Background: an optimization exercise with open tools, aiming at small area and a short achievable clock period. Do not read the settings as production practice.
Where RTL was checked, it was by simulation tests only, not by an equivalence proof against the original.
The clock input has no modelled driver; a real chip could not lean on it and would need a root buffer or a full tree.
Power and IR drop assume default switching activity.

## IOTDF
module IOTDF( clk, rst, in_en, iot_in, fn_sel, busy, valid, iot_out);
input        clk;
input        rst;
input        in_en;
input  [7:0] iot_in;
input  [2:0] fn_sel;
output     busy;
output reg valid;
output reg [127:0] iot_out;
parameter GRAY2BIN = 3'b001;
parameter FIR      = 3'b010;
assign busy = 1'b0;
reg [9:0] counter;
reg       e2;
reg       f0, f1;
reg [7:0] r1, r2;
reg       par;
reg [11:0] part;
reg [127:0] fir_n;
wire       wrap = (counter[9:6] == 4'b1111);          
wire [3:0] lo   = counter[3:0];                       
wire       e1   = (lo == 4'd0) && (counter[9:4] != 6'd0);
always @(posedge clk or posedge rst) begin
    if (rst) begin
        counter <= 10'd0;
        f0      <= 1'b1;
        f1      <= 1'b0;
        e2      <= 1'b0;
        valid   <= 1'b0;
    end else if (in_en) begin
        counter <= wrap ? 10'd0 : counter + 10'd1;
        f0      <= wrap || (lo == 4'd15);
        f1      <= !wrap && (lo == 4'd0);
        e2      <= e1;
        valid   <= ((fn_sel == GRAY2BIN) && e1) || ((fn_sel == FIR) && e2);
    end
end
function [7:0] g2b;
    input [7:0] g;
    input       p;
    integer i;
    begin
        g2b[7] = p ^ g[7];
        for (i = 6; i >= 0; i = i - 1)
            g2b[i] = g2b[i+1] ^ g[i];
    end
endfunction
wire [11:0] part_nxt = f0 ? 12'd8 :
                       ({1'b0, r1, 3'b000} + {4'b0, r1} + {3'b0, r2, 1'b0} + 12'd8);
wire [11:0] fsum     = {2'b0, r1, 2'b00} + {4'b0, r1} + part;
wire [7:0]  fir_nxt  = fsum[11:4];
always @(posedge clk) begin
    if (in_en) begin
        r1    <= iot_in;
        r2    <= f0 ? 8'd0 : r1;
        par   <= (f1 ? 1'b0 : par) ^ (^r1);
        part  <= part_nxt;
        fir_n <= {fir_n[119:0], ~fir_nxt};
    end
end
wire [7:0] conv_r1 = g2b(r1, par);
wire [7:0] conv_r2 = g2b(r2, 1'b0);
genvar k;
generate
    for (k = 0; k < 16; k = k + 1) begin : lane
        wire       w  = (k == 0)  ? (lo == 4'd2) :
  ...
For scale: ~730 cells after synthesis, roughly 300 flip-flops, roughly 140 I/O pins.
==> module IOTDF, before the edit <==
module IOTDF( clk, rst, in_en, iot_in, fn_sel, busy, valid, iot_out);
input        clk;
input        rst;
input        in_en;
input  [7:0] iot_in;
input  [2:0] fn_sel;
output     busy;
output reg valid;
output reg [127:0] iot_out;
parameter GRAY2BIN = 3'b001;
parameter FIR      = 3'b010;
assign busy = 1'b0;
reg [9:0] counter;
reg       e2;
reg       f0, f1;
reg [7:0] r1, r2;
reg       par;
reg [11:0] part;
reg [127:0] fir_n;
wire       wrap = (counter[9:6] == 4'b1111);          
wire [3:0] lo   = counter[3:0];                       
wire       e1   = (lo == 4'd0) && (counter[9:4] != 6'd0);
always @(posedge clk or posedge rst) begin
    if (rst) begin
        counter <= 10'd0;
        f0      <= 1'b1;
        f1      <= 1'b0;
        e2      <= 1'b0;
        valid   <= 1'b0;
    end else if (in_en) begin
        counter <= wrap ? 10'd0 : counter + 10'd1;
        f0      <= wrap || (lo == 4'd15);
        f1      <= !wrap && (lo == 4'd0);
        e2      <= e1;
        valid   <= ((fn_sel == GRAY2BIN) && e1) || ((fn_sel == FIR) && e2);
    end
end
function [7:0] g2b;
    input [7:0] g;
    input       p;
    integer i;
    begin
        g2b[7] = p ^ g[7];
        for (i = 6; i >= 0; i = i - 1)
            g2b[i] = g2b[i+1] ^ g[i];
    end
endfunction
wire [11:0] part_nxt = f0 ? 12'd8 :
                       ({1'b0, r1, 3'b000} + {4'b0, r1} + {3'b0, r2, 1'b0} + 12'd8);
wire [11:0] fsum     = {2'b0, r1, 2'b00} + {4'b0, r1} + part;
wire [7:0]  fir_nxt  = fsum[11:4];
always @(posedge clk) begin
    if (in_en) begin
        r1    <= iot_in;
        r2    <= f0 ? 8'd0 : r1;
        par   <= (f1 ? 1'b0 : par) ^ (^r1);
        part  <= part_nxt;
        fir_n <= {fir_n[119:0], ~fir_nxt};
    end
end
wire [7:0] conv_r1 = g2b(r1, par);
wire [7:0] conv_r2 = g2b(r2, 1'b0);
genvar k;
generate
    for (k = 0; k < 16; k = k + 1) begin : lane
        wire       w  = (k == 0)  ? (lo == 4'd2) :
                        (k == 15) ? e1 :
                                    (lo == k + 1);
        wire [7:0] cv = (k == 0) ? conv_r2 : conv_r1;
        wire [7:0] fv = (k == 0) ? {1'b0, ~fir_n[126:120]} : ~fir_n[127-8*k -: 8];
        always @(posedge clk) begin
            if (in_en && (e2 || w))
                iot_out[127-8*k -: 8] <= e2 ? fv : cv;
        end
    end
endgenerate
endmodule
==> flow/config.mk <==
export PLATFORM = sky130hd
export DESIGN_NAME = IOTDF
export DESIGN_NICKNAME = IOTDF
export VERILOG_FILES = /design/flow/design.v
export SDC_FILE = /design/flow/constraint.sdc
export NUM_CORES = 4
export LEC_CHECK = 0
export CAP_MARGIN = 20
export CORE_MARGIN = 2
export CORE_UTILIZATION = 65
export CTS_BUF_LIST = sky130_fd_sc_hd__clkbuf_8 sky130_fd_sc_hd__clkbuf_16
export CTS_CLUSTER_DIAMETER = 100
export CTS_CLUSTER_SIZE = 30
export PLACE_DENSITY = 0.75
export SLEW_MARGIN = 20
==> flow/constraint.sdc <==
create_clock -name core_clock -period 10.0 [get_ports {clk}]
set_input_delay 2.0000 -clock core_clock [delete_from_list [all_inputs] [get_ports {clk}]]
set_output_delay 2.0000 -clock core_clock [all_outputs]
set_load 0.01 [all_outputs]
standard.sh (not shown) runs the stock make flow with config.mk's settings and CLKGATE_MAP_FILE= SYNTH_SCRIPT=/design/flow/synth_recipe.tcl, a recipe that flattens the netlist after the stock synthesis.
==> flow/flow/run.sh <==
#!/bin/bash
set -euo pipefail
MARGIN=$(cat flow/margin.txt)
bash standard.sh SETUP_SLACK_MARGIN=$MARGIN \
  "BUFFER_PORTS_ARGS=-buffer_cell sky130_fd_sc_hd__buf_1" \
  POST_CTS_TCL=$PWD/flow/post_cts.tcl finish > standard.log 2>&1
==> flow/flow/margin.txt <==
7.0
==> flow/flow/post_cts.tcl <==
set block [ord::get_db_block]
set root [$block findInst clkbuf_0_clk]
if {$root ne "NULL"} {
  set in_net  [[$root findITerm A] getNet]
  set out_net [[$root findITerm X] getNet]
  set loads {}
  foreach it [$out_net getITerms] {
    if {[$it getInst] ne $root} { lappend loads $it }
  }
  set nload [expr {[llength $loads] + [llength [$in_net getITerms]] - 1}]
  if {$nload <= 4} {
    foreach it $loads {
      $it disconnect
      $it connect $in_net
    }
    odb::dbInst_destroy $root
    odb::dbNet_destroy $out_net
    puts "post_cts: removed clkbuf_0_clk, clock port now drives $nload cell pins"
  } else {
    puts "post_cts: kept clkbuf_0_clk, port would drive $nload cell pins"
  }
}
Next try:
--- a/flow/design.v
+++ b/flow/design.v
@@ -10,31 +10,30 @@
 output reg [127:0] iot_out;
 parameter GRAY2BIN = 3'b001;
 parameter FIR      = 3'b010;
 assign busy = 1'b0;
 reg [9:0] counter;
 reg       e2;
-reg       f0, f1;
-reg [7:0] r1, r2;
+reg       f1, f2;
+reg [7:0] r1, r2, r3;
 reg       par;
-reg [11:0] part;
 reg [127:0] fir_n;
 wire       wrap = (counter[9:6] == 4'b1111);          
 wire [3:0] lo   = counter[3:0];                       
 wire       e1   = (lo == 4'd0) && (counter[9:4] != 6'd0);
 always @(posedge clk or posedge rst) begin
     if (rst) begin
         counter <= 10'd0;
-        f0      <= 1'b1;
         f1      <= 1'b0;
+        f2      <= 1'b0;
         e2      <= 1'b0;
         valid   <= 1'b0;
     end else if (in_en) begin
         counter <= wrap ? 10'd0 : counter + 10'd1;
-        f0      <= wrap || (lo == 4'd15);
         f1      <= !wrap && (lo == 4'd0);
+        f2      <= f1;
         e2      <= e1;
         valid   <= ((fn_sel == GRAY2BIN) && e1) || ((fn_sel == FIR) && e2);
     end
 end
 function [7:0] g2b;
     input [7:0] g;
@@ -43,22 +42,23 @@
     begin
         g2b[7] = p ^ g[7];
         for (i = 6; i >= 0; i = i - 1)
             g2b[i] = g2b[i+1] ^ g[i];
     end
 endfunction
-wire [11:0] part_nxt = f0 ? 12'd8 :
-                       ({1'b0, r1, 3'b000} + {4'b0, r1} + {3'b0, r2, 1'b0} + 12'd8);
-wire [11:0] fsum     = {2'b0, r1, 2'b00} + {4'b0, r1} + part;
+wire [7:0]  fb       = f1 ? 8'd0 : r2;
+wire [7:0]  fc       = (f1 || f2) ? 8'd0 : r3;
+wire [11:0] fsum     = {2'b0, r1, 2'b00} + {4'b0, r1} + {1'b0, fb, 3'b000} + {4'b0, fb}
+                     + {3'b0, fc, 1'b0} + 12'd8;
 wire [7:0]  fir_nxt  = fsum[11:4];
 always @(posedge clk) begin
     if (in_en) begin
         r1    <= iot_in;
-        r2    <= f0 ? 8'd0 : r1;
+        r2    <= r1;
+        r3    <= r2;
         par   <= (f1 ? 1'b0 : par) ^ (^r1);
-        part  <= part_nxt;
         fir_n <= {fir_n[119:0], ~fir_nxt};
     end
 end
 wire [7:0] conv_r1 = g2b(r1, par);
 wire [7:0] conv_r2 = g2b(r2, 1'b0);
 genvar k;
Maximum frequency went down by 21%.
Global-route usage barely changes.
First-iteration DRC count rose by about 0.6%.
Die area barely changes.
Worst hold slack barely changes.
Worst setup slack loses 780 ps.
Clock skew is about the same.
Via count falls by about 1.4%.
Core utilization rises by 1.5 points.
Area after synthesis barely changes.
Critical path depth rises by 4.
Final area rises by about 2%.
Total power increases by 2.9%.
Wire length rose by about 0.9%.
For the second run of this note, only the layout was checked, not whether the RTL still works.

IOTDF, a different RTL version from the one above (not shown whole).
Size in the first run: about 720 cells after synthesis, about 140 I/O pins.
==> module IOTDF, before the edit <==
module IOTDF( clk, rst, in_en, iot_in, fn_sel, busy, valid, iot_out);
input        clk;
input        rst;
input        in_en;
input  [7:0] iot_in;
input  [2:0] fn_sel;
output     busy;
output reg valid;
output reg [127:0] iot_out;
parameter GRAY2BIN = 3'b001;
parameter FIR      = 3'b010;
assign busy = 1'b0;
reg [9:0] counter;
reg       e2;
reg       f0, f1;
reg [7:0] r1, r2;
reg       par;
reg [11:0] part;
reg [127:0] fir_n;
wire       wrap = (counter[9:6] == 4'b1111);          
wire [3:0] lo   = counter[3:0];                       
wire       e1   = (lo == 4'd0) && (counter[9:4] != 6'd0);
always @(posedge clk or posedge rst) begin
    if (rst) begin
        counter <= 10'd0;
        f0      <= 1'b1;
        f1      <= 1'b0;
        e2      <= 1'b0;
        valid   <= 1'b0;
    end else if (in_en) begin
        counter <= wrap ? 10'd0 : counter + 10'd1;
        f0      <= wrap || (lo == 4'd15);
        f1      <= !wrap && (lo == 4'd0);
        e2      <= e1;
        valid   <= ((fn_sel == GRAY2BIN) && e1) || ((fn_sel == FIR) && e2);
    end
end
function [7:0] g2b;
    input [7:0] g;
    input       p;
    integer i;
    begin
        g2b[7] = p ^ g[7];
        for (i = 6; i >= 0; i = i - 1)
            g2b[i] = g2b[i+1] ^ g[i];
    end
endfunction
wire [7:0]  pc       = f1 ? 8'd0 : r2;
wire [11:0] part_nxt = f0 ? 12'd8 :
                       ({1'b0, r1, 3'b000} + {4'b0, r1} + {3'b0, pc, 1'b0} + 12'd8);
wire [11:0] fsum     = {2'b0, r1, 2'b00} + {4'b0, r1} + part;
wire [7:0]  fir_nxt  = fsum[11:4];
always @(posedge clk) begin
    if (in_en) begin
        r1    <= iot_in;
        r2    <= r1;
        par   <= (f1 ? 1'b0 : par) ^ (^r1);
        part  <= part_nxt;
        fir_n <= {fir_n[119:0], ~fir_nxt};
    end
end
wire [7:0] conv_r1 = g2b(r1, par);
wire [7:0] conv_r2 = g2b(r2, 1'b0);
genvar k;
generate
    for (k = 0; k < 16; k = k + 1) begin : lane
        wire       w  = (k == 0)  ? (lo == 4'd2) :
                        (k == 15) ? e1 :
                                    (lo == k + 1);
        wire [7:0] cv = (k == 0) ? conv_r2 : conv_r1;
        always @(posedge clk) begin
            if (in_en && (e2 || w))
                iot_out[127-8*k -: 8] <= e2 ? ~fir_n[127-8*k -: 8] : cv;
        end
    end
endgenerate
endmodule
Settings: LEC_CHECK=0, CAP_MARGIN=20, CORE_MARGIN=2, CORE_UTILIZATION=65, CTS_BUF_LIST=sky130_fd_sc_hd__clkbuf_8 sky130_fd_sc_hd__clkbuf_16, CTS_CLUSTER_DIAMETER=100, CTS_CLUSTER_SIZE=30, PLACE_DENSITY=0.75, SLEW_MARGIN=20; clock period 10.0 ns.
==> flow/flow/run.sh <==
#!/bin/bash
set -euo pipefail
MARGIN=$(cat flow/margin.txt)
CTS="-sink_clustering_enable -repair_clock_nets -sink_clustering_size 30"
CTS="$CTS -sink_clustering_max_diameter 100 -dont_use_dummy_load"
CTS="$CTS -buf_list {sky130_fd_sc_hd__clkbuf_8 sky130_fd_sc_hd__clkbuf_16}"
bash standard.sh SETUP_SLACK_MARGIN=$MARGIN \
  "BUFFER_PORTS_ARGS=-buffer_cell sky130_fd_sc_hd__buf_1" \
  "CTS_ARGS=$CTS" \
  POST_CTS_TCL=$PWD/flow/post_cts.tcl finish > standard.log 2>&1
Scripts as last shown in full above: flow/flow/margin.txt, flow/flow/post_cts.tcl
Rerun with:
==> flow/design.v (replaced) <==
`timescale 1ns/10ps
module IOTDF( clk, rst, in_en, iot_in, fn_sel, busy, valid, iot_out);
input        clk;
input        rst;
input        in_en;
input  [7:0] iot_in;
input  [2:0] fn_sel;
output     busy;
output reg valid;
output reg [127:0] iot_out;
parameter GRAY2BIN = 3'b001;
parameter FIR      = 3'b010;
assign busy = 1'b0;
reg [9:0] counter;
reg       e2;
reg       f1, f2;
reg [7:0] r1, r2, r3;
reg       par;
reg [127:0] fir_n;
wire       wrap = (counter[9:6] == 4'b1111);          
wire [3:0] lo   = counter[3:0];                       
wire       e1   = (lo == 4'd0) && (counter[9:4] != 6'd0);
always @(posedge clk or posedge rst) begin
    if (rst) begin
        counter <= 10'd0;
        f1      <= 1'b0;
        f2      <= 1'b0;
        e2      <= 1'b0;
        valid   <= 1'b0;
    end else if (in_en) begin
        counter <= wrap ? 10'd0 : counter + 10'd1;
        f1      <= !wrap && (lo == 4'd0);
        f2      <= f1;
        e2      <= e1;
        valid   <= ((fn_sel == GRAY2BIN) && e1) || ((fn_sel == FIR) && e2);
    end
end
function [7:0] g2b;
    input [7:0] g;
    input       p;
    integer i;
    begin
        g2b[7] = p ^ g[7];
        for (i = 6; i >= 0; i = i - 1)
            g2b[i] = g2b[i+1] ^ g[i];
    end
endfunction
wire [7:0]  fb       = f1 ? 8'd0 : r2;
wire [7:0]  fc       = (f1 || f2) ? 8'd0 : r3;
wire [11:0] fsum     = {2'b0, r1, 2'b00} + {4'b0, r1} + {1'b0, fb, 3'b000} + {4'b0, fb}
                     + {3'b0, fc, 1'b0} + 12'd8;
wire [7:0]  fir_nxt  = fsum[11:4];
always @(posedge clk) begin
    if (in_en) begin
        r1    <= iot_in;
        r2    <= r1;
        r3    <= r2;
        par   <= (f1 ? 1'b0 : par) ^ (^r1);
        fir_n <= {fir_n[119:0], ~fir_nxt};
    end
end
wire [7:0] conv_r1 = g2b(r1, par);
wire [7:0] conv_r2 = g2b(r2, 1'b0);
genvar k;
generate
    for (k = 0; k < 16; k = k + 1) begin : lane
        wire       w  = (k == 0)  ? (lo == 4'd2) :
                        (k == 15) ? e1 :
                                    (lo == k + 1);
        wire [7:0] cv = (k == 0) ? conv_r2 : conv_r1;
        wire [7:0] fv = (k == 0) ? {1'b0, ~fir_n[126:120]} : ~fir_n[127-8*k -: 8];
        always @(posedge clk) begin
            if (in_en && (e2 || w))
                iot_out[127-8*k -: 8] <= e2 ? fv : cv;
        end
    end
endgenerate
endmodule
Outcome: The changed run completed without violations; power is higher by a little under a tenth; die area is about the same; global-route usage is higher by 1.4 points; fmax is lower by about a fifth; final cell count is higher slightly; sequential power hardly moves; synthesized area barely changes; wire length is higher by a few percent; critical path depth is higher by 5.
The RTL of the second run of this note was laid out without a check of its function.

re-timing with driven ports:
How much do the figures lean on ideal ports? The routed layouts below were timed once more, with nothing changed but the port constraints.
Step 1 (the two cells are an assumption about what drives the block):
set clk [get_ports {clk}]
set_driving_cell -lib_cell sky130_fd_sc_hd__clkbuf_16 $clk
set_driving_cell -lib_cell sky130_fd_sc_hd__buf_2 [delete_from_list [all_inputs] $clk]
Step 2 times the ports against the registers' clock, not the clock port: input delays grow and output delays shrink by t, the midpoint of the rising clock arrivals with the driver on.
Three values: no drivers, after step 1, after step 2; two values: the first two.
run | shift t [ns] | slack for setup (ns) | worst data-port slew with drivers (ns)
the first run of note 1 | 0.401 | 7.028 / 7.009 / 6.673 | 0.03
the second run of note 1 | 0.400 | 6.248 / 6.248 / 6.248 | 0.05
the first run of note 2 | 0.393 | 7.050 / 6.997 / 6.707 | 0.14
the second run of note 2 | 0.401 | 6.244 / 6.244 / 6.244 | 0.05
After both steps every run listed still meets setup and hold. For the first run of note 1, which loses most, drivers alone change the setup slack by -0.019 ns; drivers and shift together by -0.355 ns.
